Background: an optimization exercise with open tools, aiming at a short achievable clock period and few clock cycles. Do not read the settings as production practice.
The RTL was checked by simulation tests, not by an equivalence proof against the original design.
No activity file was given, so power comes from the tool's default toggle rates.

<file path="design/flow/design.v">
`timescale 1ns / 1ps
module Mux_2a1_32bits(           
    input  Control,              
    input [31:0] Entrada_0,      
    input [31:0] Entrada_1,      
    output reg [31:0] Salida     
    );
    always @(*)                              
		case(Control)                        
			1'b0: Salida <= Entrada_0;       
			1'b1: Salida <= Entrada_1;       
		endcase
endmodule
`timescale 1ns / 1ps
module Mux_2a1_5bits(            
    input  Control,              
    input [4:0] Entrada_0,       
    input [4:0] Entrada_1,       
    output reg [4:0] Salida      
    );
    always @(*)                            
		case(Control)                      
			1'b0: Salida <= Entrada_0;     
			1'b1: Salida <= Entrada_1;     
		endcase
endmodule
`timescale 1ns / 1ps
module Mux_4a1_32bits(           
    input [1:0] Control,         
    input [31:0] Entrada_0,      
    input [31:0] Entrada_1,      
    input [31:0] Entrada_10,     
    input [31:0] Entrada_11,     
    output reg [31:0] Salida     
    );
    always @(*)                              
		case(Control)                        
			2'b00: Salida <= Entrada_0;      
			2'b01: Salida <= Entrada_1;      
			2'b10: Salida <= Entrada_10;     
			2'b11: Salida <= Entrada_11;     
		endcase
endmodule
`timescale 1ns / 1ps
module SignExtend_8_32(          
    input [7:0] Entrada,         
    input Signo,                 
    output reg [31:0] Salida     
    );
    always @(*) begin
        if (Signo==1) begin
            if (Entrada[7]==1) begin                             
                Salida[31:8] <= 24'b111111111111111111111111;    
                Salida[7:0] <= Entrada[7:0];                     
            end
            else begin                                           
                Salida[31:8] <= 24'b000000000000000000000000;    
                Salida[7:0] <= Entrada[7:0];                     
            end
        end
        else begin
            Salida[31:6] <= 24'b000000000000000000000000;            
            Salida[7:0] <= Entrada[7:0];                             
        end
    end
endmodule
`timescale 1ns / 1ps
module SignExtend_12_32(         
    input [11:0] Entrada,        
    output reg [31:0] Salida     
    );
    always @(*) begin                                
        if (Entrada[11]==1) begin                        
            Salida[31:12] <= 20'b11111111111111111111;    
            Salida[11:0] <= Entrada[11:0];               
        end
        else begin                                       
            Salida[31:12] <= 20'b00000000000000000000;    
            Salida[11:0] <= Entrada[11:0];               
        end
    end
endmodule
`timescale 1ns / 1ps
module SignExtend_13_32(         
    input [12:0] Entrada,        
    output reg [31:0] Salida     
    );
    always @(*) begin                                    
        if (Entrada[12]==1) begin                        
            Salida[31:13] <= 19'b1111111111111111111;    
            Salida[12:0] <= Entrada[12:0];               
        end
        else begin                                       
            Salida[31:13] <= 19'b0000000000000000000;    
            Salida[12:0] <= Entrada[12:0];               
        end
    end
endmodule
`timescale 1ns / 1ps
module SignExtend_16_32(         
    input [15:0] Entrada,        
    input Signo,                
    output reg [31:0] Salida     
    );
    always @(*) begin                                    
        if (Signo==1) begin
            if (Entrada[15]==1) begin                    
                Salida[31:16] <= 16'b1111111111111111;   
                Salida[15:0] <= Entrada[15:0];           
            end
            else begin                                   
                Salida[31:16] <= 16'b000000000000000;    
                Salida[15:0] <= Entrada[15:0];           
            end
        end
    else begin
        Salida[31:16] <= 16'b000000000000000;    
        Salida[15:0] <= Entrada[15:0];           
        end
    end
endmodule
`timescale 1ns / 1ps
module SignExtend_20_32(         
    input [19:0] Entrada,        
    output reg [31:0] Salida     
    );
    always @(*) begin                                
        if (Entrada[19]==1) begin                    
            Salida[31:21] <= 11'b11111111111;        
            Salida[20:0] <= {Entrada[19:0], 1'b0};  
        end
        else begin                                   
            Salida[31:21] <= 11'b00000000000;        
            Salida[20:0] <= {Entrada[19:0], 1'b0};  
        end
    end
endmodule
`timescale 1ns / 1ps
module SignExtend_U(
    input [19:0] Entrada,        
    output reg [31:0] Salida     
    );
    always @(*) begin            
        Salida = {Entrada, 12'b0};    
    end
endmodule
`timescale 1ns / 1ps
module PC_ALU(
	input [31:0] A,     
	input [31:0] B,     
	output reg [31:0] ALU_out   
    );
    always @(*) begin    
        ALU_out=A+B;     
		end
endmodule
`timescale 1ns / 1ps
module RegPC(               
    output reg [31:0] Q,    
    input [31:0] D,         
    input Reset,            
    input CLK               
    );
always @(posedge CLK)       
begin
	if (Reset)
	    Q <= 32'd0;
	else
	    Q <= D;                 
end
endmodule
`timescale 1ns / 1ps
module Banco_Registros(          
    input CLK,                   
    input [4:0] rs2,             
    input [4:0] rs1,             
    input [4:0] rd,              
    input [31:0] di,             
    input wre,                   
    input Reset,
    output reg [31:0] do2,       
    output reg [31:0] do1        
    );
    integer i;
    reg [31:0] registers[31:0];  
	always @(posedge CLK)begin      
	   if(Reset)begin               
	       for(i=0; i<32; i=i+1)    
               registers[i] <= 0;   
	   end
	   else if(wre && rd != 5'd0) begin   
		  registers[rd]<=di;       
		  end
	   end
	always @(*) begin               
	   do2 = (rs2 == 5'd0) ? 32'd0 : registers[rs2];        
	   do1 = (rs1 == 5'd0) ? 32'd0 : registers[rs1];        
	   end
endmodule
`timescale 1ns / 1ps
module Main_ALU(
    input [4:0] Control,            
	input [31:0] A,                 
	input [31:0] B,                 
	output reg [31:0] ALU_out,      
	output reg Flag                 
    );
    always @(*) begin
        ALU_out=32'd0;                  
        Flag=1'b0;
		case (Control)   
			  5'b00000:  
			  begin
			     ALU_out=$signed(A)+$signed(B);
			  end
			  5'b00001:  
			  begin
			     ALU_out=$signed(A)-$signed(B);
			  end
			  5'b00010:  
			  begin
			     ALU_out=A<<B[4:0];
			  end
			  5'b00011:  
			  begin
                if ($signed(A)<$signed(B)) begin
                    ALU_out=32'd1;
                end
                else begin
                    ALU_out=32'd0;
                end
			  end
			  5'b00100:  
			  begin
			     if (A<B) begin
                    ALU_out=32'd1;
                 end
                 else begin
                    ALU_out=32'd0;
                 end
			  end
			  5'b00101:  
			  begin
			     ALU_out=A^B;
			  end
			  5'b00110:  
			  begin
			     ALU_out=A>>B[4:0];
			  end
			  5'b00111:  
			  begin
			     ALU_out=$signed(A)>>>B[4:0];
			  end
			  5'b01000:  
			  begin
			     ALU_out=A|B;
			  end
	          5'b01001:  
	          begin
	             ALU_out=A&B;
	          end
		      5'b01010:  
		      begin
		          ALU_out=B;
		      end
		      5'b01011:  
		      begin
		          if (A==B) begin
		              ALU_out=32'd1;
		              Flag=1;
		          end
		          else begin
		              ALU_out=32'd0;
		              Flag=0;
		          end
		      end
		      5'b01100:  
		      begin
		          if (A!=B) begin
		              ALU_out=32'd1;
		              Flag=1;
		          end
		          else begin
		              ALU_out=32'd0;
		              Flag=0;
		          end
		      end
		      5'b01101:  
		      begin
		          if ($signed(A)<$signed(B)) begin
		              ALU_out=32'd1;
		              Flag=1;
		          end
		          else begin
		              ALU_out=32'd0;
		              Flag=0;
		          end
		      end
		      5'b01110:  
		      begin
		          if ($signed(A)>=$signed(B)) begin
		              ALU_out=32'd1;
		              Flag=1;
		          end
		          else begin
		              ALU_out=32'd0;
		              Flag=0;
		          end
		      end
		      5'b01111:  
		      begin
		          if (A<B) begin
		              ALU_out=32'd1;
		              Flag=1;
		          end
		          else begin
		              ALU_out=32'd0;
		              Flag=0;
		          end
		      end
		      5'b10000:  
		      begin
			     if (A>=B) begin
			          ALU_out=32'd1;
		              Flag=1;
		          end
		          else begin
		              ALU_out=32'd0;
		              Flag=0;
		          end
		      end
		      default: ;
		      endcase
		end
endmodule
`timescale 1ns / 1ps
module Unidad_de_Control(
    input [6:0] opcode,  
	input [6:0] funct7,  
	input [2:0] funct3,  
	output reg wre,     
	output reg [1:0] muxsa,     
	output reg [1:0] muxsb,     
	output reg muximm,  
	output reg [4:0] aluop,     
	output reg [3:0] wme,   
	output reg su,  
	output reg [1:0] muxlm,   
	output reg jrj,     
	output reg [1:0] jrw,     
	output reg [1:0] pcsel  
    );
    always @(*) begin
    wre = 1'b0;
    muxsa = 2'b00;
    muxsb = 2'b00;
    muximm = 1'b0;
    aluop = 5'b00000;
    wme = 4'b0000;
    su = 1'b0;
    muxlm = 2'b10;
    jrj = 1'b0;
    jrw = 2'b00;
    pcsel = 2'b00;
    case (opcode)
        7'b0000011:  
        begin
        wre = 1'b1;
        jrw = 2'b01;
            case (funct3)    
                3'b000: begin  
                    su = 1'b1;
                    muxlm = 2'b01;
                end
                3'b001: begin  
                    su = 1'b1;
                    muxlm = 2'b00;
                end
                3'b010: begin  
                    su = 1'b1;
                    muxlm = 2'b10;
                end
                3'b100: begin  
                    su = 1'b0;
                    muxlm = 2'b01;
                end
                3'b101: begin  
                    su = 1'b0;
                    muxlm = 2'b00;
                end
                default: begin
                    su = 1'b0;
                    muxlm = 2'b10;
                end
            endcase 
        end
        7'b0010011:  
        begin
        wre = 1'b1;
            case (funct3)    
                3'b000: aluop = 5'b00000;  
                3'b001: aluop = 5'b00010;  
                3'b010: aluop = 5'b00011;  
                3'b011: aluop = 5'b00100;  
                3'b100: aluop = 5'b00101;  
                3'b101: aluop = funct7[5] ? 5'b00111 : 5'b00110;  
                3'b110: aluop = 5'b01000;  
                default: aluop = 5'b01001;  
            endcase 
        end
        7'b0100011:  
        begin
        muximm = 1'b1;
            case (funct3)    
                3'b000: wme = 4'b0001;    
                3'b001: wme = 4'b0011;    
                3'b010: wme = 4'b1111;    
                default: wme = 4'b0000;
            endcase
        end
        7'b0110011:  
        begin
        wre = 1'b1;
        muxsb = 2'b01;
            case (funct3)       
                3'b000: aluop = funct7[5] ? 5'b00001 : 5'b00000;  
                3'b001: aluop = 5'b00010;  
                3'b010: aluop = 5'b00011;  
                3'b011: aluop = 5'b00100;  
                3'b100: aluop = 5'b00101;  
                3'b101: aluop = funct7[5] ? 5'b00111 : 5'b00110;  
                3'b110: aluop = 5'b01000;  
                default: aluop = 5'b01001;  
            endcase
        end
        7'b1100011:  
        begin
        muxsb = 2'b01;
        pcsel = 2'b01;
            case (funct3)        
                3'b000: aluop = 5'b01011;  
                3'b001: aluop = 5'b01100;  
                3'b100: aluop = 5'b01101;  
                3'b101: aluop = 5'b01110;  
                3'b110: aluop = 5'b01111;  
                3'b111: aluop = 5'b10000;  
                default: aluop = 5'b00000;
            endcase
        end
        7'b0010111:  
        begin
        wre = 1'b1;
        muxsa = 2'b10;
        muxsb = 2'b10;
        end
        7'b0110111:  
        begin
        wre = 1'b1;
        muxsa = 2'b11;
        muxsb = 2'b10;
        aluop = 5'b01010;
        end
        7'b1100111:  
        begin
        wre = 1'b1;
        jrj = 1'b1;
        jrw = 2'b10;
        end
        7'b1101111:  
        begin
        wre = 1'b1;
        jrw = 2'b10;
        pcsel = 2'b10;
        end
        default: ;
    endcase
    end
endmodule
`timescale 1ns / 1ps
module Microprocesador(
    input CLK,
    input Reset,
    output [31:0] imem_addr,
    input  [31:0] imem_rdata,
    output [31:0] dmem_addr,
    output [31:0] dmem_wdata,
    output [3:0]  dmem_wstrb,
    input  [31:0] dmem_rdata
    );
    reg [11:2] fpc;      
    reg [31:0] pcb;      
    reg [31:0] ra, rb;   
    reg        rclr;     
    reg        r_redir;  
    reg        r_kill;   
    reg        d_v, d_pt;
    reg [31:0] d_ir, d_pc, d_pimm;
    reg        e_v;
    reg [31:0] e_a, e_b, e_sd, e_alt;
    reg [5:0]  e_k;      
    reg        e_fa, e_fb, e_fn, e_fs;
    reg [4:0]  e_rd;
    reg        e_wr, e_ld, e_st, e_jalr;
    reg [8:0]  e_mp, e_mn;   
    reg [2:0]  e_f3;
    reg        e_s_sll, e_s_sr, e_s_sra, e_s_slt, e_s_sltu, e_s_xor, e_s_or, e_s_and, e_s_pass;
    reg [31:0] m_res, m_addr, m_wdata;
    reg [3:0]  m_wstrb;
    reg [4:0]  m_rd;
    reg        m_wr, m_ld;
    reg [2:0]  m_f3;
    reg [31:0] w_res;
    reg [4:0]  w_rd;
    reg        w_wr;
    reg [31:0] rf [1:31];
    assign imem_addr  = {20'd0, fpc, 2'b00};
    assign dmem_addr  = m_addr;
    assign dmem_wdata = m_wdata;
    assign dmem_wstrb = m_wstrb;
    wire        f_pt;
    wire [11:2] f_next;
    rv_fetch u_fetch (.fpc(fpc), .ins(imem_rdata), .taken(f_pt), .next(f_next));
    wire        f_jal   = (imem_rdata[6:0] == 7'b1101111);
    wire        f_auipc = (imem_rdata[6:0] == 7'b0010111);
    wire [31:0] f_imm   = f_jal   ? {{11{imem_rdata[31]}}, imem_rdata[31], imem_rdata[19:12], imem_rdata[20], imem_rdata[30:21], 1'b0} :
                          f_auipc ? {imem_rdata[31:12], 12'b0} :
                                    {{19{imem_rdata[31]}}, imem_rdata[31], imem_rdata[7], imem_rdata[30:25], imem_rdata[11:8], 1'b0};
    wire [31:0] lw = dmem_rdata >> {m_addr[1:0], 3'b000};
    wire [31:0] ld_val = (m_f3[1:0] == 2'b00) ? {{24{lw[7]  & ~m_f3[2]}}, lw[7:0]} :
                         (m_f3[1:0] == 2'b01) ? {{16{lw[15] & ~m_f3[2]}}, lw[15:0]} : lw;
    wire [6:0] op  = d_ir[6:0];
    wire [2:0] f3  = d_ir[14:12];
    wire [4:0] rd  = d_ir[11:7];
    wire [4:0] rs1 = d_ir[19:15];
    wire [4:0] rs2 = d_ir[24:20];
    wire op_lui   = (op == 7'b0110111);
    wire op_auipc = (op == 7'b0010111);
    wire op_jal   = (op == 7'b1101111);
    wire op_jalr  = (op == 7'b1100111);
    wire op_br    = (op == 7'b1100011);
    wire op_ld    = (op == 7'b0000011);
    wire op_st    = (op == 7'b0100011);
    wire op_imm   = (op == 7'b0010011);
    wire op_reg   = (op == 7'b0110011);
    wire op_alu   = op_reg | op_imm;
    wire use1 = ~(op_lui | op_auipc | op_jal);
    wire useb = op_reg | op_br;             
    wire use2 = useb | op_st;
    wire wr_d = (op_lui | op_auipc | op_jal | op_jalr | op_ld | op_alu) && (rd != 5'd0);
    wire sub_d = op_reg && f3 == 3'b000 && d_ir[30];
    wire add_d = op_alu && f3 == 3'b000 && !sub_d;
    wire [31:0] immI = {{20{d_ir[31]}}, d_ir[31:20]};
    wire [31:0] immS = {{20{d_ir[31]}}, d_ir[31:25], d_ir[11:7]};
    wire [31:0] immB = {{19{d_ir[31]}}, d_ir[31], d_ir[7], d_ir[30:25], d_ir[11:8], 1'b0};
    wire [31:0] immU = {d_ir[31:12], 12'b0};
    wire [31:0] d_tP, d_pc4, pcb4;
    rv_add32 u_tP (.a(d_pc), .b(d_pimm), .s(d_tP));
    rv_inc32 u_d4 (.a(d_pc), .s(d_pc4));
    rv_inc32 u_p4 (.a(pcb),  .s(pcb4));
    wire        d_bbk  = op_br && d_ir[31];
    wire        pf_t   = !r_redir && d_v && d_pt;
    wire [31:0] rsum;
    rv_add32 u_rs (.a(ra), .b(rb), .s(rsum));
    wire [31:0] rpc    = {rsum[31:1], rsum[0] & ~rclr};
    wire [31:0] pc_f   = ({32{r_redir}} & rpc) | ({32{pf_t}} & d_tP) | ({32{!r_redir && !pf_t}} & pcb4);
    wire fe1 = e_wr && rs1 == e_rd;
    wire fe2 = e_wr && rs2 == e_rd;
    wire hz_e = e_ld && ((use1 && fe1) || (use2 && fe2));
    wire hz_2 = use1 && fe1 && useb && fe2;
    wire stall = d_v && (hz_e || hz_2);
    wire [2:0] br_case = {useb && fe2, use1 && fe1, !(use1 && fe1) && !(useb && fe2)};
    wire [8:0] br_sel  = {{3{f3[2:1] == 2'b10}} & br_case, {3{f3[2:1] == 2'b11}} & br_case,
                          {3{f3[2:1] == 2'b00}} & br_case};
    wire       br_inv  = f3[0] ^ d_bbk;
    wire        jb_e   = fe1 && e_s_pass;
    wire        jb_m   = !fe1 && m_wr && !m_ld && rs1 == m_rd;
    wire        jalr_id = op_jalr && (jb_e || jb_m);
    wire [31:0] jt_e, jt_m;
    rv_add32 u_je (.a(e_alt), .b(immI), .s(jt_e));
    rv_add32 u_jm (.a(m_res), .b(immI), .s(jt_m));
    wire [31:0] jt_id  = ({32{jb_e}} & jt_e) | ({32{~jb_e}} & jt_m);
    wire id_redir = d_v && !stall && jalr_id;
    wire [31:0] rf1 = (rs1 == 5'd0) ? 32'd0 : rf[rs1];
    wire [31:0] rf2 = (rs2 == 5'd0) ? 32'd0 : rf[rs2];
    wire [31:0] m_val = m_ld ? ld_val : m_res;
    wire [31:0] r1 = (m_wr && rs1 == m_rd) ? m_val : (w_wr && rs1 == w_rd) ? w_res : rf1;
    wire [31:0] r2 = (m_wr && rs2 == m_rd) ? m_val : (w_wr && rs2 == w_rd) ? w_res : rf2;
    wire [31:0] bsel = useb ? r2 : op_st ? immS : immI;
    wire e_ok = ~r_kill;
    wire [31:0] j0, j1, a2, u0, u1, u2;
    rv_add32 u_j0 (.a(e_a),   .b(e_b),    .s(j0));
    rv_add32 u_j1 (.a(m_res), .b(e_b),    .s(j1));
    rv_add32 u_a2 (.a(e_a),   .b(m_res),  .s(a2));
    rv_sub32 u_u0 (.a(e_a),   .b(e_b),    .s(u0));
    rv_sub32 u_u1 (.a(m_res), .b(e_b),    .s(u1));
    rv_sub32 u_u2 (.a(e_a),   .b(m_res),  .s(u2));
    wire [31:0] sum = ({32{e_k[0]}} & j0) | ({32{e_k[1]}} & j1) | ({32{e_k[2]}} & a2) |
                      ({32{e_k[3]}} & u0) | ({32{e_k[4]}} & u1) | ({32{e_k[5]}} & u2);
    wire [31:0] jt = ({32{e_fa}} & j1) | ({32{~e_fa}} & j0);
    wire eq0, eq1, eq2, lu0, lu1, lu2, ls0, ls1, ls2;
    rv_cmp32 u_c0 (.a(e_a),   .b(e_b),   .eq(eq0), .ltu(lu0), .lts(ls0));
    rv_cmp32 u_c1 (.a(m_res), .b(e_b),   .eq(eq1), .ltu(lu1), .lts(ls1));
    rv_cmp32 u_c2 (.a(e_a),   .b(m_res), .eq(eq2), .ltu(lu2), .lts(ls2));
    wire eq   = (e_fa & eq1) | (e_fb & eq2) | (e_fn & eq0);
    wire ltu  = (e_fa & lu1) | (e_fb & lu2) | (e_fn & lu0);
    wire lt   = (e_fa & ls1) | (e_fb & ls2) | (e_fn & ls0);
    wire [31:0] A  = e_fa ? m_res : e_a;
    wire [31:0] B  = e_fb ? m_res : e_b;
    wire [31:0] SD = e_fs ? m_res : e_sd;
    wire [31:0] shl = A << B[4:0];
    wire [31:0] shr = {{32{e_s_sra & A[31]}}, A} >> B[4:0];
    wire [31:0] ex_oth = ({32{e_s_sll}}  & shl)
                       | ({32{e_s_sr}}   & shr)
                       | ({32{e_s_slt}}  & {31'd0, lt})
                       | ({32{e_s_sltu}} & {31'd0, ltu})
                       | ({32{e_s_xor}}  & (A ^ B))
                       | ({32{e_s_or}}   & (A | B))
                       | ({32{e_s_and}}  & (A & B))
                       | ({32{e_s_pass}} & e_alt);
    wire [31:0] ex_res = sum | ex_oth;
    wire [8:0] cmp = {ls2, ls1, ls0, lu2, lu1, lu0, eq2, eq1, eq0};
    wire mispred = |(e_mp & cmp) | |(e_mn & ~cmp);
    wire redir   = e_ok & (mispred | e_jalr);
    wire [31:0] redir_pc = e_jalr ? {jt[31:1], 1'b0} : e_alt;
    wire [3:0] strb = (e_f3[1:0] == 2'b00) ? (4'b0001 << jt[1:0]) :
                      (e_f3[1:0] == 2'b01) ? (jt[1] ? 4'b1100 : 4'b0011) : 4'b1111;
    always @(posedge CLK) begin
        if (Reset) begin
            fpc  <= 10'd0;
            ra   <= 32'd0;
            rb   <= 32'd0;
            rclr <= 1'b0;
            r_redir <= 1'b1;
            r_kill  <= 1'b0;
            d_pt <= 1'b0;
            d_v  <= 1'b0;
            e_v  <= 1'b0;
            e_wr <= 1'b0; e_ld <= 1'b0; e_st <= 1'b0; e_mp <= 9'd0; e_mn <= 9'd0; e_jalr <= 1'b0;
            m_wr <= 1'b0; m_ld <= 1'b0; m_wstrb <= 4'b0000;
            w_wr <= 1'b0;
        end else begin
            if (redir)
                fpc <= redir_pc[11:2];
            else if (id_redir)
                fpc <= jt_id[11:2];
            else if (!stall)
                fpc <= f_next;
            if (redir) begin
                ra   <= e_jalr ? A : e_alt;
                rb   <= e_jalr ? e_b : 32'd0;
                rclr <= e_jalr;
            end else begin
                ra   <= jb_e ? e_alt : m_res;
                rb   <= immI;
                rclr <= 1'b1;
            end
            r_redir <= redir || id_redir;
            r_kill  <= redir;
            if (!stall)
                d_pt <= f_pt;
            if (redir || id_redir)
                d_v <= 1'b0;
            else if (!stall)
                d_v <= 1'b1;
            begin : idex
                reg v;
                v = d_v && !stall;
                e_v    <= v;
                e_wr   <= v && wr_d;
                e_ld   <= v && op_ld;
                e_st   <= v && op_st;
                e_mp   <= {9{v && op_br && !br_inv}} & br_sel;
                e_mn   <= {9{v && op_br && br_inv}} & br_sel;
                e_jalr <= v && op_jalr && !jalr_id;
            end
            m_wr    <= e_wr && e_ok;
            m_ld    <= e_ld && e_ok;
            m_wstrb <= (e_st && e_ok) ? strb : 4'b0000;
            w_wr    <= m_wr;
        end
    end
    always @(posedge CLK) begin
        if (!stall) begin
            d_ir <= imem_rdata;
            d_pimm <= f_imm;
            d_pc <= pc_f;
            pcb  <= pc_f;
        end
        e_rd  <= rd;
        e_f3  <= f3;
        e_fa  <= use1 && fe1;
        e_fb  <= useb && fe2;
        e_fn  <= !(use1 && fe1) && !(useb && fe2);
        e_fs  <= fe2;
        e_a   <= r1;
        e_b   <= bsel;
        e_sd  <= r2;
        e_alt <= ({32{op_lui}} & immU) | ({32{op_auipc || (op_br && !d_bbk)}} & d_tP) |
                 ({32{!(op_lui || op_auipc || (op_br && !d_bbk))}} & d_pc4);
        e_k   <= {sub_d && (useb && fe2), sub_d && (use1 && fe1), sub_d && !(use1 && fe1) && !(useb && fe2),
                  add_d && (useb && fe2), add_d && (use1 && fe1), add_d && !(use1 && fe1) && !(useb && fe2)};
        e_s_sll  <= op_alu && f3 == 3'b001;
        e_s_sr   <= op_alu && f3 == 3'b101;
        e_s_sra  <= d_ir[30];
        e_s_slt  <= op_alu && f3 == 3'b010;
        e_s_sltu <= op_alu && f3 == 3'b011;
        e_s_xor  <= op_alu && f3 == 3'b100;
        e_s_or   <= op_alu && f3 == 3'b110;
        e_s_and  <= op_alu && f3 == 3'b111;
        e_s_pass <= op_lui || op_auipc || op_jal || op_jalr;
        m_rd    <= e_rd;
        m_f3    <= e_f3;
        m_res   <= ex_res;
        m_addr  <= jt;
        m_wdata <= (e_f3[1:0] == 2'b00) ? {4{SD[7:0]}} :
                   (e_f3[1:0] == 2'b01) ? {2{SD[15:0]}} : SD;
        w_rd  <= m_rd;
        w_res <= m_val;
    end
    reg rst_q;
    always @(posedge CLK) rst_q <= Reset;
    integer i;
    always @(posedge CLK) begin
        if (rst_q) begin
            for (i = 1; i < 32; i = i + 1)
                rf[i] <= 32'd0;
        end else if (w_wr) begin
            rf[w_rd] <= w_res;
        end
    end
endmodule
module rv_add32 (
    input  [31:0] a,
    input  [31:0] b,
    output [31:0] s
    );
    assign s = a + b;
endmodule
module rv_sub32 (
    input  [31:0] a,
    input  [31:0] b,
    output [31:0] s
    );
    assign s = a - b;
endmodule
module rv_inc32 (
    input  [31:0] a,
    output [31:0] s
    );
    assign s = a + 32'd4;
endmodule
module rv_cmp32 (
    input  [31:0] a,
    input  [31:0] b,
    output        eq,
    output        ltu,
    output        lts
    );
    assign eq  = (a == b);
    assign ltu = (a < b);
    assign lts = ($signed(a) < $signed(b));
endmodule
module rv_fetch (
    input  [11:2] fpc,
    input  [31:0] ins,
    output        taken,
    output [11:2] next
    );
    wire        jal = (ins[6:0] == 7'b1101111);
    wire        bbk = (ins[6:0] == 7'b1100011) && ins[31];
    wire [11:2] tJ  = fpc + {ins[20], ins[30:22]};
    wire [11:2] tB  = fpc + {ins[7], ins[30:25], ins[11:9]};
    wire [11:2] n4  = fpc + 10'd1;
    assign taken = jal | bbk;
    assign next  = ({10{jal}} & tJ) | ({10{bbk}} & tB) | ({10{!jal && !bbk}} & n4);
endmodule
</file>
<file path="design/flow/flow/run.sh">
#!/bin/bash
set -euo pipefail
bash standard.sh SETUP_SLACK_MARGIN=7.7 TNS_END_PERCENT=100 ABC_CLOCK_PERIOD_IN_PS=3000 finish > standard_flow.log 2>&1
</file>
<file path="design/flow/standard.sh">
#!/bin/bash
# synth_recipe.tcl (not shown) runs the flow's synth.tcl, then flattens the netlist and writes it again
# the make line also repeats each setting of config.mk as NAME=value (left out here)
make -C /OpenROAD-flow-scripts/flow DESIGN_CONFIG=/design/flow/config.mk WORK_HOME=/design/flow/orfs CLKGATE_MAP_FILE= SYNTH_SCRIPT=/design/flow/synth_recipe.tcl "${@:-finish}"
</file>
<file path="design/flow/config.mk">
export PLATFORM = sky130hd
export DESIGN_NAME = Microprocesador
export DESIGN_NICKNAME = Microprocesador
export VERILOG_FILES = /design/flow/design.v
export SDC_FILE = /design/flow/constraint.sdc
export NUM_CORES = 4
export LEC_CHECK = 0
export ABC_CLOCK_PERIOD_IN_PS = 3000
export CAP_MARGIN = 20
export CORE_MARGIN = 2
export CORE_UTILIZATION = 40
export PLACE_DENSITY = 0.6
export SETUP_SLACK_MARGIN = 5
export SLEW_MARGIN = 20
export SYNTH_HIERARCHICAL = 1
export TNS_END_PERCENT = 100
</file>
<file path="design/flow/constraint.sdc">
create_clock -name core_clock -period 11.0 [get_ports {CLK}]
set_input_delay 2.2000 -clock core_clock [delete_from_list [all_inputs] [get_ports {CLK}]]
set_output_delay 2.2000 -clock core_clock [all_outputs]
set_load 0.01 [all_outputs]
</file>
==> results of run 1 <==
## per-layer routing
| layer | track usage (%) | vias to the layer above |
|---|---|---|
| met4 | 23.72 | 18 |
| li1 | - | 33430 |
| met5 | 0 | - |
| met2 | 53.87 | 5414 |
| met3 | 8.309 | 1400 |
| met1 | 41.45 | 40870 |
## layout by cell type, fill, tap and decap left out, types with 54 or more instances in the layout
master,n
and2_1,1025
dfxtp_1,226
mux2_2,83
o21ai_0,174
dfxtp_4,102
inv_1,339
dfxtp_2,87
nor2_1,376
xnor2_1,196
mux4_2,622
buf_6,152
a21o_1,166
a21oi_2,63
nand3_1,133
a22o_1,54
nand2_1,359
ha_1,346
clkbuf_16,186
a21oi_1,310
nand4_1,96
buf_4,455
mux2i_1,265
nor3_1,67
xor2_1,111
edfxtp_1,1118
a22oi_1,100
ha_4,81
## worst min-delay path by stage
stage,start,to,slack [ns],cells after the start
after global placement,e_f3[2],m_f3[2],0.36,0
after global routing,e_f3[2],m_f3[2],0.37,0
after floorplan,e_f3[2],m_f3[2],0.31,0
final,e_f3[2],m_f3[2],0.37,0
after CTS,e_f3[2],m_f3[2],0.36,0
after detailed placement,e_f3[2],m_f3[2],0.35,0
## cell type report
type,instances,area share (%)
diodes,21,0.04317
inverters,369,1.149
clock buffers,216,3.904
clock inverters,104,1.078
multi-input cells,6132,49.08
repair buffers,785,6.513
flip-flops and latches,1533,34.81
well taps,3330,3.423
## power breakdown
part	switching, mW	leakage, nW	internal, mW	total (mW)
combinational	2.75	29.2	1.82	4.56
clock	2.68	2.94	3.53	6.21
sequential	0.372	15.1	6.50	6.87
total	5.79	47.2	11.8	17.6
## per-stage QoR
| step | setup slack, ns | power [mW] | cells |
|---|---|---|---|
| 2_1_floorplan | 7.153 | 8.995 | 8678 |
| 3_3_place_gp | 5.795 | 10.59 | 11650 |
| 3_5_place_dp | 5.772 | 10.61 | 11650 |
| 4_1_cts | 7.054 | 17.20 | 12270 |
| 5_1_grt | 6.784 | 18.05 | 12470 |
| 6_report | 6.906 | 17.64 | 12490 |
## worst max-delay path, cell delays in order, from the launching register on
cell	delay (ns)
dfxtp_4	0.39
buf_12	0.15
ha_4	0.16
fa_2	0.39
nor2b_4	0.15
o2111ai_4	0.17
a211oi_2	0.32
buf_4	0.19
o211ai_1	0.09
buf_4	0.17
nand4_1	0.10
buf_6	0.15
nand3_1	0.09
a31oi_2	0.27
xor2_2	0.16
a22oi_2	0.26
nand2_1	0.10
a221oi_2	0.19
nand3_1	0.15
a31oi_1	0.17
o211ai_1	0.14
## repair_timing
item                       4_1_cts  5_1_grt
resized for setup             1362      414
setup endpoints to repair     1204      617
gates cloned                    33        9
pin swaps                      238      285
setup buffers                  258      193
hold endpoints to repair         0        0
==> impl_metrics.json, run 1 <==
{
  "wl_um": 446800,
  "cts_buffer_depth": 3,
  "grt_pass1_vias": 78520,
  "setup.worst_path.class": "flip-flop to flip-flop",
  "timing.rr.end": "m_res[28]",
  "overflow": 0,
  "cp-start-kind": "flip-flop",
  "coreArea_um2": 248200,
  "critical_path.max_fanout": 6,
  "antenna_found_initial": 43,
  "crit_path_end_kind": "flip-flop",
  "crit_arrival_ns": 4.78,
  "cts_num_sinks": 1533,
  "largest_register_ff_count": 1024,
  "dieArea_um2": 253000,
  "min_path_type": "flip-flop to flip-flop",
  "placed_area_um2": 105000,
  "start_util_pct": 40.12,
  "root_buffer": "clkbuf_16",
  "vdd_drop_max_v": 0.0001589,
  "synth_cells": 8656,
  "final_core_util_pct": 49.04,
  "required_ns": 11.69,
  "syn_area_um2": 99590,
  "cap_violations": 0,
  "regMostFlops": "rf",
  "skew_ns": 0.08773,
  "post-route-min-period_ns": 4.094,
  "track_usage_pct": 34.25,
  "hold_viol_final": 0,
  "fin_tns_setup_ns": 0,
  "max_freq_mhz": 244.3,
  "area_delta_synth_final_pct": 22.23,
  "tightestPinTransition_ns": 1.340,
  "r2r_cells": 20,
  "grt_pass1_wl_um": 609200,
  "avgSynthCellArea_um2": 11.50,
  "cp-endpoint": "m_res[28]",
  "htree_levels": 4,
  "slew_headroom_pct": 10.48,
  "outcome": "finished clean",
  "powerDensity_nw_per_um2": 144.9,
  "dr_wl_met3_um": 48460,
  "clk_pin_slew_ns": 0.06,
  "p_leak_nw": 47.16,
  "slew_viol_final": 0,
  "dieHeight_um": 503.0,
  "vias": 81140,
  "nets": 9520,
  "drtPass1Iterations": 10,
  "top_layer": "met5",
  "routedLengthMet1_um": 156000,
  "n_fill_cell": 21840,
  "gp_congestion": 1.064,
  "grt_max_degree": 77,
  "cts-hold-fix-buffers": 0,
  "drive_gt1_share_pct": 31.68,
  "rows": 183,
  "detail_route.wl_per_cell_um": 35.77,
  "drcViolationCount": 0,
  "post-dp-hpwl_um": 288000,
  "met2_length_um": 203300,
  "cts_buffers": 173,
  "ys_warn_count": 7,
  "setup_viol": 0,
  "fin_crit_sh_pct": 37.22,
  "ios": 166,
  "clock_latency_ns": 0.88,
  "ff_latch_area_um2": 42370,
  "drtAntennaViolNets": 0,
  "drt-initial-drc-count": 11240,
  "r2r-start": "m_res[0]",
  "die_w_um": 503.0,
  "cts_tree": "yes",
  "multi_input_area_um2": 59740,
  "finalInstanceArea_um2": 121700,
  "ff2ff_setup_slack_ns": 6.91,
  "rsz0062_at_grt": "true",
  "crit_start": "m_res[0]",
  "viasPerCell": 6.496,
  "io_buffers": 143,
  "fin_hold_ws_ns": 0.3693
}
Testbench counts, summed over its fixed seeds: cycles 33,928.
==> inputs of run 2 (changes only) <==
--- a/design/flow/design.v
+++ b/design/flow/design.v
@@ -490,6 +490,7 @@
     reg [11:2] fpc;      
     reg [31:0] pcb;      
-    reg [31:0] ra, rb;   
-    reg        rclr;     
+    reg [31:0] xa, xb;   
+    reg        xclr;     
+    reg [31:0] ia, ib;   
     reg        r_redir;  
     reg        r_kill;   
@@ -558,9 +559,10 @@
     rv_inc32 u_d4 (.a(d_pc), .s(d_pc4));
     rv_inc32 u_p4 (.a(pcb),  .s(pcb4));
-    wire        d_bbk  = op_br && d_ir[31];
+    wire        d_bbk  = op_br && (d_ir[31] || d_ir[12]);    
     wire        pf_t   = !r_redir && d_v && d_pt;
-    wire [31:0] rsum;
-    rv_add32 u_rs (.a(ra), .b(rb), .s(rsum));
-    wire [31:0] rpc    = {rsum[31:1], rsum[0] & ~rclr};
+    wire [31:0] xsum, isum;
+    rv_add32 u_xs (.a(xa), .b(xb), .s(xsum));
+    rv_add32 u_is (.a(ia), .b(ib), .s(isum));
+    wire [31:0] rpc    = r_kill ? {xsum[31:1], xsum[0] & ~xclr} : {isum[31:1], 1'b0};
     wire [31:0] pc_f   = ({32{r_redir}} & rpc) | ({32{pf_t}} & d_tP) | ({32{!r_redir && !pf_t}} & pcb4);
     wire fe1 = e_wr && rs1 == e_rd;
@@ -628,9 +630,9 @@
         if (Reset) begin
             fpc  <= 10'd0;
-            ra   <= 32'd0;
-            rb   <= 32'd0;
-            rclr <= 1'b0;
+            xa   <= 32'd0;
+            xb   <= 32'd0;
+            xclr <= 1'b0;
             r_redir <= 1'b1;
-            r_kill  <= 1'b0;
+            r_kill  <= 1'b1;
             d_pt <= 1'b0;
             d_v  <= 1'b0;
@@ -646,13 +648,7 @@
             else if (!stall)
                 fpc <= f_next;
-            if (redir) begin
-                ra   <= e_jalr ? A : e_alt;
-                rb   <= e_jalr ? e_b : 32'd0;
-                rclr <= e_jalr;
-            end else begin
-                ra   <= jb_e ? e_alt : m_res;
-                rb   <= immI;
-                rclr <= 1'b1;
-            end
+            xa   <= e_jalr ? A : e_alt;
+            xb   <= e_jalr ? e_b : 32'd0;
+            xclr <= e_jalr;
             r_redir <= redir || id_redir;
             r_kill  <= redir;
@@ -681,4 +677,6 @@
     end
     always @(posedge CLK) begin
+        ia <= jb_e ? e_alt : m_res;
+        ib <= immI;
         if (!stall) begin
             d_ir <= imem_rdata;
@@ -768,5 +766,5 @@
     );
     wire        jal = (ins[6:0] == 7'b1101111);
-    wire        bbk = (ins[6:0] == 7'b1100011) && ins[31];
+    wire        bbk = (ins[6:0] == 7'b1100011) && (ins[31] || ins[12]);
     wire [11:2] tJ  = fpc + {ins[20], ins[30:22]};
     wire [11:2] tB  = fpc + {ins[7], ins[30:25], ins[11:9]};
==> run 2 against run 1 <==
Net effect: clock power shrank 2%; flip-flop and latch count grew 43; clock skew decreased by 0.015 ns; routed wire length is 2.6% lower; worst hold slack lost 0.019 ns; critical path type unchanged.
==> impl_metrics.json, run 2 <==
{
  "r2r-start": "m_res[10]",
  "drcViolationCount": 0,
  "overflow": 0,
  "avgSynthCellArea_um2": 11.54,
  "cts_num_sinks": 1576,
  "multi_input_area_um2": 60000,
  "top_layer": "met5",
  "p_leak_nw": 46.97,
  "fin_tns_setup_ns": 0,
  "detail_route.wl_per_cell_um": 34.47,
  "cap_violations": 0,
  "ff2ff_setup_slack_ns": 7.10,
  "io_buffers": 143,
  "wl_um": 435100,
  "r2r_cells": 14,
  "htree_levels": 4,
  "clock_latency_ns": 0.88,
  "powerDensity_nw_per_um2": 145.1,
  "cp-start-kind": "flip-flop",
  "ios": 166,
  "nets": 9660,
  "fin_cells": 12620,
  "placedCellCount": 11880,
  "fin_hold_ws_ns": 0.3503,
  "grt_max_degree": 86,
  "p_int_mw": 11.94,
  "layout_common_cells": "edfxtp_1, and2_1, mux4_2",
  "cp-endpoint": "m_res[26]",
  "skew_ns": 0.07230,
  "post-dp-hpwl_um": 286200,
  "crit_path_end_kind": "flip-flop",
  "antenna_found_initial": 46,
  "n_fill_cell": 22550,
  "slew_viol_final": 0,
  "root_buffer": "clkbuf_16",
  "min_path_type": "flip-flop to flip-flop",
  "syn_area_um2": 102200,
  "slew_headroom_pct": 19.69,
  "dieHeight_um": 509.4,
  "pwr-share-seq_pct": 40.1,
  "area_delta_synth_final_pct": 19.37,
  "max_freq_mhz": 256.7,
  "cts_buffer_depth": 3,
  "drtPass1Iterations": 9,
  "power.switching_mw": 5.761,
  "regMostFlops": "rf",
  "vias": 81300,
  "drt-initial-drc-count": 11090,
  "grt_pass1_wl_um": 600200,
  "vdd_drop_max_v": 0.0001580,
  "rows": 185,
  "final_common_cell": "edfxtp_1",
  "hold_viol_final": 0,
  "timing.rr.end": "m_res[26]",
  "setup.worst_path.class": "flip-flop to flip-flop",
  "largest_register_ff_count": 1024,
  "dieArea_um2": 259500,
  "ys_warn_count": 7,
  "critical_path.max_fanout": 7,
  "die_w_um": 509.4,
  "synth_cells": 8853,
  "track_usage_pct": 32.62,
  "cts_tree": "yes",
  "ff_latch_area_um2": 43230,
  "setup_viol": 0,
  "gp_congestion": 1.043,
  "cts_buffers": 176,
  "clk_pin_slew_ns": 0.08,
  "outcome": "finished clean",
  "cts-hold-fix-buffers": 0,
  "coreArea_um2": 254200,
  "required_ns": 11.75,
  "viasPerCell": 6.440,
  "comb_power_share_pct": 25.5,
  "routedLengthMet1_um": 155100,
  "fin_crit_sh_pct": 35.42,
  "timing.final.ws_setup_ns": 7.104,
  "grt_pass1_vias": 79500,
  "rsz0062_at_grt": "true",
  "drtAntennaViolNets": 0,
  "p_clk_share_pct": 34.4,
  "tightestPinTransition_ns": 1.196,
  "crit_arrival_ns": 4.65,
  "drive_gt1_share_pct": 29.75,
  "met2_length_um": 202500,
  "start_util_pct": 40.20,
  "dr_wl_met3_um": 41330,
  "crit_start": "m_res[10]",
  "dpl_worst_slack_ns": 5.781,
  "post-route-min-period_ns": 3.896,
  "final_core_util_pct": 47.99,
  "p_sw_share_pct": 32.55
}
## run 2: worst max-delay path, stage by stage (launching register included)
cell and delay [ns]:
dfxtp_4 0.44, inv_1 0.07, ha_2 0.32, and3_1 0.17, a221o_1 0.41, o211ai_1 0.36
nand4_1 0.36, a41oi_2 0.34, xnor2_2 0.12, nand2_1 0.10, o21ai_1 0.09, a221oi_2 0.21
and3_4 0.25, o221ai_2 0.08, or4b_1 0.48
## run 2: what timing repair did
item	in CTS	in global routing
setup buffers	248	137
cloned	18	3
pin swaps	162	193
endpoints found under the setup margin	1206	617
gates resized for setup	1220	351
## run 2: area by class of cell
| type | instances | share of cell area [%] |
|---|---|---|
| sequential | 1576 | 35.45 |
| tap | 3366 | 3.453 |
| clock inverter | 97 | 0.8546 |
| multi-input combinational | 6248 | 49.19 |
| clock buffer | 224 | 3.977 |
| antenna | 12 | 0.02462 |
| timing repair buffer | 726 | 5.892 |
| inverter | 374 | 1.158 |
## run 2: how the worst min path moves through the flow
stage / from / end / slack [ns] / cells after the start
2_1_floorplan: e_f3[2] / m_f3[2] / 0.31 / 0
3_3_place_gp: e_f3[2] / m_f3[2] / 0.32 / 0
3_5_place_dp: e_f3[2] / m_f3[2] / 0.32 / 0
4_1_cts: e_f3[2] / m_f3[2] / 0.35 / 0
5_1_grt: e_f3[2] / m_f3[2] / 0.36 / 0
6_report: e_f3[2] / m_f3[2] / 0.35 / 0
## run 2: through the flow
| step | total power, mW | instance area, um^2 |
|---|---|---|
| floorplan | 9.377 | 102800 |
| global placement | 10.95 | 107300 |
| detailed placement | 10.99 | 107300 |
| CTS | 17.42 | 119000 |
| global route | 18.17 | 121900 |
| finish | 17.70 | 122000 |
## run 2: layer usage
| metal | global-route usage, % | vias to the layer above |
|---|---|---|
| met4 | 22.10 | 28 |
| li1 | - | 34030 |
| met5 | 0 | - |
| met3 | 6.612 | 1402 |
| met2 | 52.72 | 5039 |
| met1 | 39.35 | 40800 |
## run 2: power by group through the flow
stage,Clock (mW),Combinational [mW],Sequential (mW)
after floorplan,0,2.37,7.00
after global placement,0,3.73,7.22
after detailed placement,0,3.75,7.24
after CTS,6.15,4.17,7.09
after global routing,6.37,4.69,7.12
final,6.08,4.52,7.10
Testbench counts of run 2, summed over its fixed seeds: cycles 33,294.
==> inputs of run 3 (changes only) <==
--- a/design/flow/design.v
+++ b/design/flow/design.v
@@ -590,41 +590,18 @@
     wire [31:0] bsel = useb ? r2 : op_st ? immS : immI;
     wire e_ok = ~r_kill;
-    wire [31:0] j0, j1, a2, u0, u1, u2;
-    rv_add32 u_j0 (.a(e_a),   .b(e_b),    .s(j0));
-    rv_add32 u_j1 (.a(m_res), .b(e_b),    .s(j1));
-    rv_add32 u_a2 (.a(e_a),   .b(m_res),  .s(a2));
-    rv_sub32 u_u0 (.a(e_a),   .b(e_b),    .s(u0));
-    rv_sub32 u_u1 (.a(m_res), .b(e_b),    .s(u1));
-    rv_sub32 u_u2 (.a(e_a),   .b(m_res),  .s(u2));
-    wire [31:0] sum = ({32{e_k[0]}} & j0) | ({32{e_k[1]}} & j1) | ({32{e_k[2]}} & a2) |
-                      ({32{e_k[3]}} & u0) | ({32{e_k[4]}} & u1) | ({32{e_k[5]}} & u2);
-    wire [31:0] jt = ({32{e_fa}} & j1) | ({32{~e_fa}} & j0);
-    wire eq0, eq1, eq2, lu0, lu1, lu2, ls0, ls1, ls2;
-    rv_cmp32 u_c0 (.a(e_a),   .b(e_b),   .eq(eq0), .ltu(lu0), .lts(ls0));
-    rv_cmp32 u_c1 (.a(m_res), .b(e_b),   .eq(eq1), .ltu(lu1), .lts(ls1));
-    rv_cmp32 u_c2 (.a(e_a),   .b(m_res), .eq(eq2), .ltu(lu2), .lts(ls2));
-    wire eq   = (e_fa & eq1) | (e_fb & eq2) | (e_fn & eq0);
-    wire ltu  = (e_fa & lu1) | (e_fb & lu2) | (e_fn & lu0);
-    wire lt   = (e_fa & ls1) | (e_fb & ls2) | (e_fn & ls0);
-    wire [31:0] A  = e_fa ? m_res : e_a;
-    wire [31:0] B  = e_fb ? m_res : e_b;
-    wire [31:0] SD = e_fs ? m_res : e_sd;
-    wire [31:0] shl = A << B[4:0];
-    wire [31:0] shr = {{32{e_s_sra & A[31]}}, A} >> B[4:0];
-    wire [31:0] ex_oth = ({32{e_s_sll}}  & shl)
-                       | ({32{e_s_sr}}   & shr)
-                       | ({32{e_s_slt}}  & {31'd0, lt})
-                       | ({32{e_s_sltu}} & {31'd0, ltu})
-                       | ({32{e_s_xor}}  & (A ^ B))
-                       | ({32{e_s_or}}   & (A | B))
-                       | ({32{e_s_and}}  & (A & B))
-                       | ({32{e_s_pass}} & e_alt);
-    wire [31:0] ex_res = sum | ex_oth;
-    wire [8:0] cmp = {ls2, ls1, ls0, lu2, lu1, lu0, eq2, eq1, eq0};
-    wire mispred = |(e_mp & cmp) | |(e_mn & ~cmp);
-    wire redir   = e_ok & (mispred | e_jalr);
-    wire [31:0] redir_pc = e_jalr ? {jt[31:1], 1'b0} : e_alt;
-    wire [3:0] strb = (e_f3[1:0] == 2'b00) ? (4'b0001 << jt[1:0]) :
-                      (e_f3[1:0] == 2'b01) ? (jt[1] ? 4'b1100 : 4'b0011) : 4'b1111;
+    wire [31:0] ex_res, jt, A, SDL;
+    wire [3:0]  strb;
+    wire        redir;
+    wire [11:2] fpc_o, fpc_n;
+    wire        take_f;
+    rv_ex u_ex (
+        .e_a(e_a), .e_b(e_b), .e_sd(e_sd), .e_alt(e_alt), .m_res(m_res),
+        .e_fa(e_fa), .e_fb(e_fb), .e_fn(e_fn), .e_fs(e_fs), .e_k(e_k),
+        .e_s({e_s_pass, e_s_and, e_s_or, e_s_xor, e_s_sltu, e_s_slt, e_s_sra, e_s_sr, e_s_sll}),
+        .e_mp(e_mp), .e_mn(e_mn), .e_ok(e_ok), .e_jalr(e_jalr), .e_f3(e_f3),
+        .fpc(fpc), .id_redir(id_redir), .id_pc(jt_id[11:2]), .stall(stall),
+        .ex_res(ex_res), .jt(jt), .A(A), .sd_lanes(SDL), .strb(strb), .redir(redir),
+        .take_f(take_f), .fpc_o(fpc_o));
+    rv_fmux u_fmux (.take(take_f), .f(f_next), .o(fpc_o), .n(fpc_n));
     always @(posedge CLK) begin
         if (Reset) begin
@@ -642,10 +619,5 @@
             w_wr <= 1'b0;
         end else begin
-            if (redir)
-                fpc <= redir_pc[11:2];
-            else if (id_redir)
-                fpc <= jt_id[11:2];
-            else if (!stall)
-                fpc <= f_next;
+            fpc  <= fpc_n;
             xa   <= e_jalr ? A : e_alt;
             xb   <= e_jalr ? e_b : 32'd0;
@@ -711,6 +683,5 @@
         m_res   <= ex_res;
         m_addr  <= jt;
-        m_wdata <= (e_f3[1:0] == 2'b00) ? {4{SD[7:0]}} :
-                   (e_f3[1:0] == 2'b01) ? {2{SD[15:0]}} : SD;
+        m_wdata <= SDL;
         w_rd  <= m_rd;
         w_res <= m_val;
@@ -735,11 +706,4 @@
     assign s = a + b;
 endmodule
-module rv_sub32 (
-    input  [31:0] a,
-    input  [31:0] b,
-    output [31:0] s
-    );
-    assign s = a - b;
-endmodule
 module rv_inc32 (
     input  [31:0] a,
@@ -748,15 +712,4 @@
     assign s = a + 32'd4;
 endmodule
-module rv_cmp32 (
-    input  [31:0] a,
-    input  [31:0] b,
-    output        eq,
-    output        ltu,
-    output        lts
-    );
-    assign eq  = (a == b);
-    assign ltu = (a < b);
-    assign lts = ($signed(a) < $signed(b));
-endmodule
 module rv_fetch (
     input  [11:2] fpc,
@@ -773,2 +726,85 @@
     assign next  = ({10{jal}} & tJ) | ({10{bbk}} & tB) | ({10{!jal && !bbk}} & n4);
 endmodule
+module rv_ex (
+    input  [31:0] e_a,
+    input  [31:0] e_b,
+    input  [31:0] e_sd,
+    input  [31:0] e_alt,
+    input  [31:0] m_res,
+    input         e_fa,
+    input         e_fb,
+    input         e_fn,
+    input         e_fs,
+    input  [5:0]  e_k,
+    input  [8:0]  e_s,       
+    input  [8:0]  e_mp,
+    input  [8:0]  e_mn,
+    input         e_ok,
+    input         e_jalr,
+    input  [2:0]  e_f3,
+    input  [11:2] fpc,
+    input         id_redir,
+    input  [11:2] id_pc,     
+    input         stall,
+    output [31:0] ex_res,
+    output [31:0] jt,
+    output [31:0] A,
+    output [31:0] sd_lanes,
+    output [3:0]  strb,
+    output        redir,
+    output        take_f,    
+    output [11:2] fpc_o      
+    );
+    wire [31:0] j0 = e_a + e_b;
+    wire [31:0] j1 = m_res + e_b;
+    wire [31:0] a2 = e_a + m_res;
+    wire [31:0] u0 = e_a - e_b;
+    wire [31:0] u1 = m_res - e_b;
+    wire [31:0] u2 = e_a - m_res;
+    wire [31:0] sum = ({32{e_k[0]}} & j0) | ({32{e_k[1]}} & j1) | ({32{e_k[2]}} & a2) |
+                      ({32{e_k[3]}} & u0) | ({32{e_k[4]}} & u1) | ({32{e_k[5]}} & u2);
+    assign jt = ({32{e_fa}} & j1) | ({32{~e_fa}} & j0);
+    wire eq0 = (e_a == e_b);
+    wire eq1 = (m_res == e_b);
+    wire eq2 = (e_a == m_res);
+    wire lu0 = (e_a < e_b);
+    wire lu1 = (m_res < e_b);
+    wire lu2 = (e_a < m_res);
+    wire ls0 = ($signed(e_a) < $signed(e_b));
+    wire ls1 = ($signed(m_res) < $signed(e_b));
+    wire ls2 = ($signed(e_a) < $signed(m_res));
+    wire ltu = (e_fa & lu1) | (e_fb & lu2) | (e_fn & lu0);
+    wire lt  = (e_fa & ls1) | (e_fb & ls2) | (e_fn & ls0);
+    assign A = e_fa ? m_res : e_a;
+    wire [31:0] B  = e_fb ? m_res : e_b;
+    wire [31:0] SD = e_fs ? m_res : e_sd;
+    wire [31:0] shl = A << B[4:0];
+    wire [31:0] shr = {{32{e_s[2] & A[31]}}, A} >> B[4:0];
+    wire [31:0] ex_oth = ({32{e_s[0]}} & shl)
+                       | ({32{e_s[1]}} & shr)
+                       | ({32{e_s[3]}} & {31'd0, lt})
+                       | ({32{e_s[4]}} & {31'd0, ltu})
+                       | ({32{e_s[5]}} & (A ^ B))
+                       | ({32{e_s[6]}} & (A | B))
+                       | ({32{e_s[7]}} & (A & B))
+                       | ({32{e_s[8]}} & e_alt);
+    assign ex_res = sum | ex_oth;
+    wire [8:0] cmp = {ls2, ls1, ls0, lu2, lu1, lu0, eq2, eq1, eq0};
+    wire mispred = |(e_mp & cmp) | |(e_mn & ~cmp);
+    assign redir = e_ok & (mispred | e_jalr);
+    wire [11:2] redir_pc = e_jalr ? jt[11:2] : e_alt[11:2];
+    assign take_f = !redir && !id_redir && !stall;
+    assign fpc_o  = redir ? redir_pc : id_redir ? id_pc : fpc;
+    assign strb = (e_f3[1:0] == 2'b00) ? (4'b0001 << jt[1:0]) :
+                  (e_f3[1:0] == 2'b01) ? (jt[1] ? 4'b1100 : 4'b0011) : 4'b1111;
+    assign sd_lanes = (e_f3[1:0] == 2'b00) ? {4{SD[7:0]}} :
+                      (e_f3[1:0] == 2'b01) ? {2{SD[15:0]}} : SD;
+endmodule
+module rv_fmux (
+    input         take,
+    input  [11:2] f,
+    input  [11:2] o,
+    output [11:2] n
+    );
+    assign n = take ? f : o;
+endmodule
==> run 3 against run 2 <==
Net effect: register-to-register slack got worse by 0.30 ns; die area decreased by 1.9%; non-clock buffer count increased by 176; clock skew fell by 0.017 ns; synthesized area decreased by 1.9%; largest cell class unchanged; largest power group is now combinational cells; highest routed layer unchanged.
==> impl_metrics.json, run 3 <==
{
  "outcome": "finished clean",
  "viasPerCell": 6.488,
  "cts_buffers": 181,
  "htree_levels": 4,
  "hold_viol_final": 0,
  "root_buffer": "clkbuf_16",
  "coreArea_um2": 248900,
  "dpl_worst_slack_ns": 5.046,
  "antenna_found_initial": 46,
  "required_ns": 11.73,
  "crit_path_end_kind": "flip-flop",
  "r2r_cells": 19,
  "syn_area_um2": 100300,
  "critical_path.max_fanout": 10,
  "tightestPinTransition_ns": 1.346,
  "ios": 166,
  "regMostFlops": "rf",
  "met2_length_um": 217900,
  "drt-initial-drc-count": 10850,
  "vdd_drop_max_v": 0.0001428,
  "wl_um": 491800,
  "dieArea_um2": 254700,
  "area_delta_synth_final_pct": 22.79,
  "die_w_um": 504.6,
  "drtAntennaViolNets": 0,
  "detail_route.wl_per_cell_um": 38.05,
  "grt_pass1_vias": 80290,
  "dr_wl_met3_um": 44110,
  "slew_headroom_pct": 10.29,
  "ff2ff_setup_slack_ns": 6.81,
  "rows": 183,
  "min_path_type": "flip-flop to flip-flop",
  "rsz0062_at_grt": "true",
  "grt_max_degree": 89,
  "avgSynthCellArea_um2": 11.11,
  "drtPass1Iterations": 9,
  "cap_violations": 0,
  "top_layer": "met5",
  "cts_buffer_depth": 3,
  "post-route-min-period_ns": 4.195,
  "setup_viol": 0,
  "p_leak_nw": 46.29,
  "powerDensity_nw_per_um2": 180.5,
  "fin_tns_setup_ns": 0,
  "final_core_util_pct": 49.46,
  "drcViolationCount": 0,
  "final_common_cell": "edfxtp_1",
  "timing.final.ws_setup_ns": 6.805,
  "cts_num_sinks": 1576,
  "max_freq_mhz": 238.4,
  "hold_depth": 0,
  "setup.worst_path.class": "flip-flop to flip-flop",
  "synth_cells": 9020,
  "io_buffers": 143,
  "grt_pass1_wl_um": 664300,
  "layout_common_cells": "edfxtp_1, and2_1, buf_4",
  "clk_pin_slew_ns": 0.06,
  "placedCellCount": 12070,
  "start_util_pct": 40.28,
  "fin_crit_sh_pct": 38.14,
  "track_usage_pct": 37.26,
  "clock_latency_ns": 0.89,
  "slew_viol_final": 0,
  "dieHeight_um": 504.6,
  "drive_gt1_share_pct": 30.09,
  "nets": 9869,
  "fin_cells": 12920,
  "skew_ns": 0.05551,
  "cp-start-kind": "flip-flop",
  "routedLengthMet1_um": 181800,
  "vias": 83850,
  "post-dp-hpwl_um": 334200,
  "ys_warn_count": 7,
  "largest_register_ff_count": 1024,
  "crit_arrival_ns": 4.92,
  "overflow": 0,
  "cts_tree": "yes",
  "gp_congestion": 1.052
}
run 3: cell count changes in the layout (fill, tap and decap cells not counted), sizes merged, moves of 79 or more:
cell,previous run,this run
and2,1069,901
nand2,348,436
a211oi,117,229
nor3,116,244
mux4,653,569
ha,479,386
buf,647,815
nor2,456,535
run 3: cell type report:
| type | count | area (um^2) |
|---|---|---|
| inverter | 318 | 1296 |
| multi-input combinational | 6424 | 59310 |
| fill | 22280 | 125800 |
| clock buffer | 243 | 4979 |
| timing repair buffer | 902 | 9006 |
| tap | 3330 | 4167 |
| sequential | 1576 | 43100 |
| clock inverter | 94 | 1139 |
| antenna | 36 | 90.09 |
| timing repair inverter | 1 | 11.26 |
run 3: worst paths after layout:
path	startpoint	endpoint
hold reg to reg	e_f3[2]	m_f3[2]
setup reg to reg	m_res[0]	fpc[11]
setup / recovery	m_res[0]	fpc[11]
hold / removal	e_f3[2]	m_f3[2]
run 3: layer usage:
layer / vias up / global-route usage (%)
met5: - / 0
met4: 8 / 29.97
met3: 1270 / 6.961
met2: 5378 / 56.95
met1: 42450 / 46.18
li1: 34750 / -
run 3: power breakdown:
group | switching [mW] | internal (mW) | leakage (nW)
clock network | 2.75 | 3.61 | 2.98
registers | 0.622 | 6.86 | 15.4
logic | 5.11 | 3.27 | 27.9
total | 8.48 | 13.7 | 46.3
run 3: critical path, cell delays in order (launching register included):
cell and delay [ns]:
dfxtp_4 0.38, inv_2 0.07, ha_4 0.12, inv_2 0.03, fa_2 0.35, a211o_1 0.27
o211ai_1 0.08, buf_4 0.18, a211oi_4 0.07, buf_6 0.15, nor3_4 0.26, nand2_4 0.11
a211oi_4 0.37, mux2i_1 0.16, nor3_2 0.22, a31o_4 0.31, nor3b_4 0.26, buf_12 0.18
mux2_4 0.30, nor2b_1 0.14
run 3: stage by stage:
step / total power, mW / hold slack (ns) / area (um^2)
2_1_floorplan: 11.32 / 0.3096 / 101000
6_report: 22.22 / 0.3493 / 123100
3_3_place_gp: 14.13 / 0.3342 / 105800
5_1_grt: 22.79 / 0.3511 / 123100
3_5_place_dp: 14.14 / 0.3446 / 105900
4_1_cts: 21.36 / 0.3482 / 118900
run 3: what timing repair did:
item / 4_1_cts / 5_1_grt
resized for setup: 1377 / 477
endpoints found under the setup margin: 907 / 604
hold buffers: 0 / 0
setup buffers: 246 / 197
gates cloned: 21 / 10
pin swaps: 140 / 172
Testbench counts of run 3, summed over its fixed seeds: cycles 33,294.

-- separate check: timing with driven ports --
The flow's constraints put no driver on any port. The routed layouts listed below were extracted and timed again, unchanged, in two steps. Step 1 sets driving cells, clkbuf_16 on the clock port and buf_2 on the other inputs (assumed; they add their load-dependent delay and slew). Step 2 times the ports against the registers' clock, not the clock port: input delays grow and output delays shrink by t, the midpoint of the rising clock arrivals with the driver on. a / b / c = ideal / step 1 / step 2; a / b = the first two.
| run | t (ns) | setup slack, ns | hold WS [ns] | cell pins on the clock port's net |
|---|---|---|---|---|
| run 1 | 0.927 | 6.906 / 6.906 / 6.274 | 0.369 / 0.369 / 0.369 | 1 |
| run 2 | 0.939 | 7.104 / 7.104 / 6.406 | 0.350 / 0.350 / 0.350 | 1 |
| run 3 | 0.963 | 6.805 / 6.805 / 5.927 | 0.349 / 0.349 / 0.349 | 1 |
After both steps every run listed still meets setup and hold. The setup slack of run 3, which loses most, moves by 0.000 ns with the drivers and by -0.878 ns with both steps.
